Source: an optimization exercise on an open RTL-to-GDS flow (aim: small area). Production flows keep margins and buffers that such runs may drop.
In this exercise RTL edits were held to simulation tests only and were not proved equivalent to the original.
Power and IR drop assume default switching activity.

## LCD_instance
module LCD_instance(
    input                 clk,
    input                 rstn,
    input       [3:0]     col,
    output      [3:0]     row,
    output                LCD_CS,
    output                LCD_RST,
    output                LCD_RS,
    output                LCD_WR,
    output                LCD_RD,
    output       [15:0]   LCD_DATA,
    output                LCD_BLK
);
assign LCD_RST = rstn;
assign LCD_RD  = 1'b1;
assign LCD_BLK = 1'b1;
reg [11:0] scnt;             
reg        sclk;             
wire       scan_end = (scnt == 12'd1316);           
wire [11:0] scnt_step = {scnt[10:0], ~(scnt[11] ^ scnt[10])};
always @(posedge clk) begin
    if (!rstn) begin
        scnt <= 12'd0;
        sclk <= 1'b0;
    end else if (scan_end) begin
        scnt <= 12'd0;
        sclk <= ~sclk;
    end else begin
        scnt <= scnt_step;
    end
end
reg [1:0] ridx;              
always @(posedge clk or negedge rstn) begin
  ...
==> flow/config.mk <==
export PLATFORM = sky130hd
export DESIGN_NAME = LCD_instance
export DESIGN_NICKNAME = LCD_instance
export VERILOG_FILES = /design/flow/design.v
export SDC_FILE = /design/flow/constraint.sdc
export NUM_CORES = 4
export LEC_CHECK = 0
export ABC_AREA = 1
export CAP_MARGIN = 20
export CORE_MARGIN = 2
export CORE_UTILIZATION = 65
export CTS_BUF_LIST = sky130_fd_sc_hd__clkbuf_8
export SLEW_MARGIN = 20
==> flow/constraint.sdc <==
create_clock -name core_clock -period 10.0 [get_ports {clk}]
set_input_delay 2.0000 -clock core_clock [delete_from_list [all_inputs] [get_ports {clk}]]
set_output_delay 2.0000 -clock core_clock [all_outputs]
set_load 0.01 [all_outputs]
standard.sh (not shown) runs the stock make flow with config.mk's settings and CLKGATE_MAP_FILE= SYNTH_SCRIPT=/design/flow/synth_recipe.tcl, a recipe that flattens the netlist after the stock synthesis.
==> flow/flow/run.sh <==
#!/bin/bash
# Own flow: the standard synthesis (unchanged), then its combinational
# logic re-mapped by ABC with an area-oriented script (the registers, their
# names and cell types are left as they are), then the standard layout
# from floorplan to finish, with buf_1 as the port buffer and a clock tree
# without dummy loads.
set -euo pipefail
W=$(pwd)
R=$W/orfs/results/$FLOW_PLATFORM/LCD_instance/base
YOSYS=$FLOW_HOME/../tools/install/yosys/bin/yosys
[[ -x $YOSYS ]] || YOSYS=yosys

bash standard.sh synth > $W/flow_1_synth.log 2>&1

cp $R/1_2_yosys.v $W/standard_1_2_yosys.v
# Four re-mappings with different random seeds of ABC's &deepsyn, run in
# parallel; the one with the least cell area is kept.
for k in 1 2 3 4; do
  sed "s/SEED/$k/" $W/flow/resyn.abc > $W/resyn_$k.abc
  RESYN_LIB=$FLOW_HOME/platforms/$FLOW_PLATFORM/lib/sky130_fd_sc_hd__tt_025C_1v80.lib \
  RESYN_IN=$W/standard_1_2_yosys.v \
  RESYN_OUT=$W/resyn_$k.v \
  RESYN_ABC=$W/resyn_$k.abc \
  RESYN_TOP=$FLOW_TOP \
    $YOSYS -c $W/flow/resyn.tcl > $W/flow_2_resyn_$k.log 2>&1 &
done
wait
best=
best_area=
for k in 1 2 3 4; do
  a=$(grep "Chip area for module" $W/flow_2_resyn_$k.log | tail -1 | awk '{print $NF}' || true)
  [[ -n "$a" && -s $W/resyn_$k.v ]] || continue
  if [[ -z "$best" ]] || awk -v a="$a" -v b="$best_area" 'BEGIN { exit !(a < b) }'; then
    best=$k; best_area=$a
  fi
done
[[ -n "$best" ]]
echo "re-mapping $best kept: $best_area um2" > $W/flow_2_resyn_choice.log
cp $W/resyn_$best.v $R/1_2_yosys.v

# Port buffers: the standard flow's buffer_ports, with the smallest buffer.
export BUFFER_PORTS_ARGS="-buffer_cell sky130_fd_sc_hd__buf_1"
# Clock tree: the standard flow's CTS with clkbuf_8 buffers and no dummy
# loads.
export CTS_ARGS="-sink_clustering_enable -repair_clock_nets -buf_list sky130_fd_sc_hd__clkbuf_8 -dont_use_dummy_load"
bash standard.sh finish > $W/flow_3_layout.log 2>&1
==> flow/flow/resyn.abc <==
strash
&get -n
&deepsyn -T 90 -S SEED
&put
dch -f
amap
mfs2
strash
dch -f
amap
==> flow/flow/resyn.tcl <==
# Re-map the combinational logic of the standard synthesis netlist for area.
# Registers (and their names and cell types) are kept as they are.
yosys -import
set lib $::env(RESYN_LIB)
set in  $::env(RESYN_IN)
set out $::env(RESYN_OUT)
set scr $::env(RESYN_ABC)
read_liberty -ignore_miss_func $lib
blackbox sky130_fd_sc_hd__df* sky130_fd_sc_hd__ed* sky130_fd_sc_hd__sdf* sky130_fd_sc_hd__dl* sky130_fd_sc_hd__sed*
read_verilog $in
hierarchy -top $::env(RESYN_TOP)
flatten
opt_clean -purge
read_liberty -lib -ignore_redef $lib
set du {}
foreach c {probe_p_8 probec_p_8 lpflow_bleeder_1 lpflow_clkbufkapwr_1 lpflow_clkbufkapwr_16 lpflow_clkbufkapwr_2 lpflow_clkbufkapwr_4 lpflow_clkbufkapwr_8 lpflow_clkinvkapwr_1 lpflow_clkinvkapwr_16 lpflow_clkinvkapwr_2 lpflow_clkinvkapwr_4 lpflow_clkinvkapwr_8 lpflow_inputiso0n_1 lpflow_inputiso0p_1 lpflow_inputiso1n_1 lpflow_inputiso1p_1 lpflow_isobufsrc_1 lpflow_isobufsrc_16 lpflow_isobufsrc_2 lpflow_isobufsrc_4 lpflow_isobufsrc_8 lpflow_isobufsrckapwr_16 lpflow_lsbuf_lh_hl_isowell_tap_1 lpflow_lsbuf_lh_hl_isowell_tap_2 lpflow_lsbuf_lh_hl_isowell_tap_4 lpflow_lsbuf_lh_isowell_4 lpflow_lsbuf_lh_isowell_tap_1 lpflow_lsbuf_lh_isowell_tap_2 lpflow_lsbuf_lh_isowell_tap_4} {
  lappend du -dont_use sky130_fd_sc_hd__$c
}
abc -liberty $lib {*}$du -script $scr
opt_clean -purge
splitnets
opt_clean -purge
hilomap -singleton -hicell sky130_fd_sc_hd__conb_1 HI -locell sky130_fd_sc_hd__conb_1 LO
insbuf -buf sky130_fd_sc_hd__buf_1 A X
opt_clean -purge
stat -liberty $lib
check -assert -mapped
write_verilog -noattr -nohex -nodec $out
Rerun with:
==> flow/flow/run.sh (replaced) <==
#!/bin/bash
# Own flow: the standard synthesis (unchanged), then its combinational
# logic re-mapped by ABC with an area-oriented script (the registers, their
# names and cell types are left as they are), then the standard layout
# from floorplan to finish, with buf_1 as the port buffer and a clock tree
# without dummy loads.
set -euo pipefail
W=$(pwd)
R=$W/orfs/results/$FLOW_PLATFORM/LCD_instance/base
YOSYS=$FLOW_HOME/../tools/install/yosys/bin/yosys
[[ -x $YOSYS ]] || YOSYS=yosys

bash standard.sh synth > $W/flow_1_synth.log 2>&1

cp $R/1_2_yosys.v $W/standard_1_2_yosys.v
RESYN_LIB=$FLOW_HOME/platforms/$FLOW_PLATFORM/lib/sky130_fd_sc_hd__tt_025C_1v80.lib \
RESYN_IN=$W/standard_1_2_yosys.v \
RESYN_OUT=$W/resyn_1_2_yosys.v \
RESYN_ABC=$W/flow/resyn.abc \
RESYN_TOP=$FLOW_TOP \
  $YOSYS -c $W/flow/resyn.tcl > $W/flow_2_resyn.log 2>&1
cp $W/resyn_1_2_yosys.v $R/1_2_yosys.v

# Port buffers: the standard flow's buffer_ports, with the smallest buffer.
export BUFFER_PORTS_ARGS="-buffer_cell sky130_fd_sc_hd__buf_1"
# Clock tree: the standard flow's CTS with clkbuf_8 buffers and no dummy
# loads.
export CTS_ARGS="-sink_clustering_enable -repair_clock_nets -buf_list sky130_fd_sc_hd__clkbuf_8 -dont_use_dummy_load"
bash standard.sh finish > $W/flow_3_layout.log 2>&1
==> flow/flow/resyn.abc (replaced) <==
strash
&get -n
&deepsyn -T 90
&put
dch -f
amap
mfs2
strash
dch -f
amap
What happened:
- wire length came out higher by 0.87%
- total power fell by 1.0%
- global-route usage came out lower by 1.6 points
- synthesized cell count is higher by 4.6%
- register-to-register slack gets worse by 0.49 ns
- clock power hardly moves
